Context: an optimization exercise on an open-source flow, tuned for small area and a short achievable clock period. The choices shown serve that exercise and are no tape-out recipe. Only simulation tests tie the RTL to the original design; equivalence was not proved.

==> inputs of run K <==
## rr_arbiter
module rr_arbiter(clk, resetb, ack, request, grant);
	parameter integer WIDTH = 64;
	localparam integer LOGW = 6;
	input clk, resetb, ack;
	input [WIDTH - 1:0] request;
	output [WIDTH - 1:0] grant;
	wire            valid;
	wire [LOGW-1:0] last;
	wire            any;
	wire [LOGW-1:0] idx;
	arbiter arbiter(.req(request), .last(last), .any(any), .idx(idx));
	register #(.LOGW(LOGW)) state(.clk(clk), .rst(resetb), .ack(ack), .any(any), .idx(idx), .valid(valid), .last(last));
	decoder #(.WIDTH(WIDTH), .LOGW(LOGW)) final_decoder(.valid(valid), .in(last), .out(grant));
endmodule
==> module decoder, before the edit <==
module decoder
# (
    parameter WIDTH = 64,
    parameter LOGW = 6
)
(
    input              valid,
    input  [LOGW-1:0]  in,
    output [WIDTH-1:0] out
);
    localparam H = LOGW / 2;
    localparam N = 1 << H;
    wire [N-1:0] hi = {{(N-1){1'b0}}, valid} << in[LOGW-1:H];
    wire [N-1:0] lo = {{(N-1){1'b0}}, 1'b1} << in[H-1:0];
    genvar i;
    generate
        for (i = 0; i < WIDTH; i = i + 1) begin : dec
            assign out[i] = hi[i / N] & lo[i % N];
        end
    endgenerate
endmodule
clock: 8.0 ns
lec_check: 0
cap_margin: 20
core_margin: 2
core_utilization: 40
cts_buf_list: sky130_fd_sc_hd__clkbuf_2
cts_cluster_size: 30
setup_slack_margin: 4.2
slew_margin: 20
standard.sh (not shown) runs the stock make flow with config.mk's settings and CLKGATE_MAP_FILE= SYNTH_SCRIPT=/design/flow/synth_recipe.tcl, a recipe that flattens the netlist after the stock synthesis.
==> flow/flow/run.sh <==
#!/bin/bash
# The standard layout with three changes:
# - Yosys's ABC maps the logic with flow/abc.script (one area-recovering
#   mapping after choice computation, then ABC's load-aware buffering and
#   sizing) instead of ORFS's speed script; the
#   rest of the synthesis, synth_recipe.tcl included, is unchanged.
# - The slow OR-type cells (a NOR plus an inverter in one cell, with a weak
#   stacked pull-up) are kept out of synthesis and repair.
# - The port buffers are plain buf_1 cells.
set -euo pipefail
here=$PWD
slow=""
for c in or3 or3b or4 or4b or4bb o41a; do
  for s in 1 2 4; do slow="$slow sky130_fd_sc_hd__${c}_$s"; done
done
cp config.mk flow_config.mk
echo "export DONT_USE_CELLS += $slow" >> flow_config.mk
cat > flow_synth.tcl <<EOT
proc abc {args} {
  set i [lsearch -exact \$args -script]
  if {\$i >= 0} { set args [lreplace \$args \$i [expr {\$i + 1}] -script $here/flow/abc.script] }
  yosys abc {*}\$args
}
source $here/synth_recipe.tcl
EOT
sed -e "s#DESIGN_CONFIG=[^ ]*#DESIGN_CONFIG=$here/flow_config.mk#" \
    -e "s#SYNTH_SCRIPT=[^ ]*#SYNTH_SCRIPT=$here/flow_synth.tcl#" standard.sh > flow_standard.sh
export BUFFER_PORTS_ARGS="-buffer_cell sky130_fd_sc_hd__buf_1"
bash flow_standard.sh > standard.log 2>&1
==> flow/flow/abc.script <==
&get -n
&st
&syn2
&dch -f
&nf -a -R 1000
&put
buffer -c
topo
stime -c
upsize -c
dnsize -c
==> run G: changes against run K <==
--- a/flow/design.v
+++ b/flow/design.v
@@ -239,12 +239,8 @@
     output [WIDTH-1:0] out
 );
-    localparam H = LOGW / 2;
-    localparam N = 1 << H;
-    wire [N-1:0] hi = {{(N-1){1'b0}}, valid} << in[LOGW-1:H];
-    wire [N-1:0] lo = {{(N-1){1'b0}}, 1'b1} << in[H-1:0];
     genvar i;
     generate
         for (i = 0; i < WIDTH; i = i + 1) begin : dec
-            assign out[i] = hi[i / N] & lo[i % N];
+            assign out[i] = valid & (in == i);
         end
     endgenerate
==> flow/flow/run.sh (replaced) <==
#!/bin/bash
# The standard layout, with two changes: the port buffers are plain buf_1
# cells, and the slow OR-type cells (an OR is a NOR plus an inverter in one
# cell, with a weak stacked pull-up) are kept out of synthesis and repair.
set -euo pipefail
slow=""
for c in or3 or3b or4 or4b or4bb o41a; do
  for s in 1 2 4; do slow="$slow sky130_fd_sc_hd__${c}_$s"; done
done
cp config.mk flow_config.mk
echo "export DONT_USE_CELLS += $slow" >> flow_config.mk
sed "s#DESIGN_CONFIG=[^ ]*#DESIGN_CONFIG=$PWD/flow_config.mk#" standard.sh > flow_standard.sh
export BUFFER_PORTS_ARGS="-buffer_cell sky130_fd_sc_hd__buf_1"
bash flow_standard.sh > standard.log 2>&1
- CTS_BUF_LIST: sky130_fd_sc_hd__clkbuf_2 -> unset
- CTS_CLUSTER_SIZE: 30 -> unset
- SETUP_SLACK_MARGIN: 4.2 -> 5.0
removed: flow/flow/abc.script
==> run D: changes against run K <==
--- a/flow/design.v
+++ b/flow/design.v
@@ -239,12 +239,8 @@
     output [WIDTH-1:0] out
 );
-    localparam H = LOGW / 2;
-    localparam N = 1 << H;
-    wire [N-1:0] hi = {{(N-1){1'b0}}, valid} << in[LOGW-1:H];
-    wire [N-1:0] lo = {{(N-1){1'b0}}, 1'b1} << in[H-1:0];
     genvar i;
     generate
         for (i = 0; i < WIDTH; i = i + 1) begin : dec
-            assign out[i] = hi[i / N] & lo[i % N];
+            assign out[i] = valid & (in == i);
         end
     endgenerate
==> flow/flow/run.sh (replaced) <==
#!/bin/bash
# The standard layout, with two changes: the port buffers are plain buf_1
# cells, and the slow OR-type cells (an OR is a NOR plus an inverter in one
# cell, with a weak stacked pull-up) are kept out of synthesis and repair.
set -euo pipefail
slow=""
for c in or3 or3b or4 or4b or4bb o41a; do
  for s in 1 2 4; do slow="$slow sky130_fd_sc_hd__${c}_$s"; done
done
cp config.mk flow_config.mk
echo "export DONT_USE_CELLS += $slow" >> flow_config.mk
sed "s#DESIGN_CONFIG=[^ ]*#DESIGN_CONFIG=$PWD/flow_config.mk#" standard.sh > flow_standard.sh
export BUFFER_PORTS_ARGS="-buffer_cell sky130_fd_sc_hd__buf_1"
bash flow_standard.sh > standard.log 2>&1
- CTS_BUF_LIST: sky130_fd_sc_hd__clkbuf_2 -> unset
- CTS_CLUSTER_SIZE: 30 -> unset
- SETUP_SLACK_MARGIN: 4.2 -> 4.3
removed: flow/flow/abc.script
==> run F: changes against run K <==
--- a/flow/flow/run.sh
+++ b/flow/flow/run.sh
@@ -2,6 +2,5 @@
 # The standard layout with three changes:
 # - Yosys's ABC maps the logic with flow/abc.script (one area-recovering
-#   mapping after choice computation, then ABC's load-aware buffering and
-#   sizing) instead of ORFS's speed script; the
+#   mapping after choice computation) instead of ORFS's speed script; the
 #   rest of the synthesis, synth_recipe.tcl included, is unchanged.
 # - The slow OR-type cells (a NOR plus an inverter in one cell, with a weak
==> flow/flow/abc.script (replaced) <==
&get -n
&st
&syn2
&dch -f
&nf -a -R 1000
&put
- CTS_BUF_LIST: sky130_fd_sc_hd__clkbuf_2 -> unset
- CTS_CLUSTER_SIZE: 30 -> unset
==> impl_metrics.ini <==
[timing]
slew_headroom = 0.501

[grt]
use_met2 = 0.503

[route]
via_per_inst = 6.03

[run_status]
status = finished clean

[die]
rows = 26

[worst_setup_path]
crit_type = in -> reg

[synthesis]
synth_simple_gate_area_share = 0.530

[finish]
fin_area_mm2 = 0.00277
final_cells = 589
the above is filed under run F

==> impl_metrics.ini <==
[run_status]
status = finished clean

[route]
via_per_inst = 5.90

[finish]
fin_area_mm2 = 0.00321
final_cells = 586
drive_gt1_frac = 0.116

[synthesis]
synth_simple_gate_area_share = 0.369

[die]
rows = 29

[worst_setup_path]
crit_type = in -> reg

[grt]
use_met2 = 0.479

[timing]
slew_headroom = 0.568
the above is filed under run D

==> impl_metrics.ini <==
[grt]
use_met2 = 0.474

[synthesis]
synth_simple_gate_area_share = 0.517
synth_adder_area_share = 0

[run_status]
status = finished clean

[worst_setup_path]
crit_type = reg -> out

[route]
via_per_inst = 5.92

[timing]
slew_headroom = 0.489

[finish]
final_cells = 588

[die]
rows = 27

[power]
pg_seq_mw = 0.132
the above is filed under run K

==> impl_metrics.ini <==
[run_status]
status = finished clean

[grt]
use_met2 = 0.593

[die]
rows = 29

[synthesis]
synth_simple_gate_area_share = 0.369
yosysTopAreaCell = nor2_1
synth_edf_count = 0

[finish]
buf_share = 0.304
final_cells = 667
the above is filed under run G

## static timing again, ports no longer ideal
The flow's constraints put no driver on any port. The routed layouts listed below were extracted and timed again, unchanged, in two steps.
Step 1 sets driving cells, clkbuf_16 on the clock port and buf_2 on the other inputs (assumed; they add their load-dependent delay and slew).
Step 2 times the ports against the registers' clock, not the clock port: input delays grow and output delays shrink by t, the midpoint of the rising clock arrivals with the driver on.
Slacks: ideal ports / drivers / drivers and shift; pairs: ideal ports / drivers.
run | shift t [ns] | setup slack, ns | worst setup path after step 2 | clock arrival spread, ns
run K | 0.247 | 4.377 / 4.361 / 4.127 | input to register | 0.014 / 0.013
run G | 0.243 | 4.543 / 4.525 / 4.282 | input to register | 0.003 / 0.002
run D | 0.243 | 4.397 / 4.394 / 4.151 | input to register | 0.001 / 0.001
run F | 0.238 | 4.291 / 4.289 / 4.051 | input to register | 0.000 / 0.000
After both steps every run listed still meets setup and hold. For run G, which loses most, drivers alone change the setup slack by -0.018 ns; drivers and shift together by -0.261 ns.
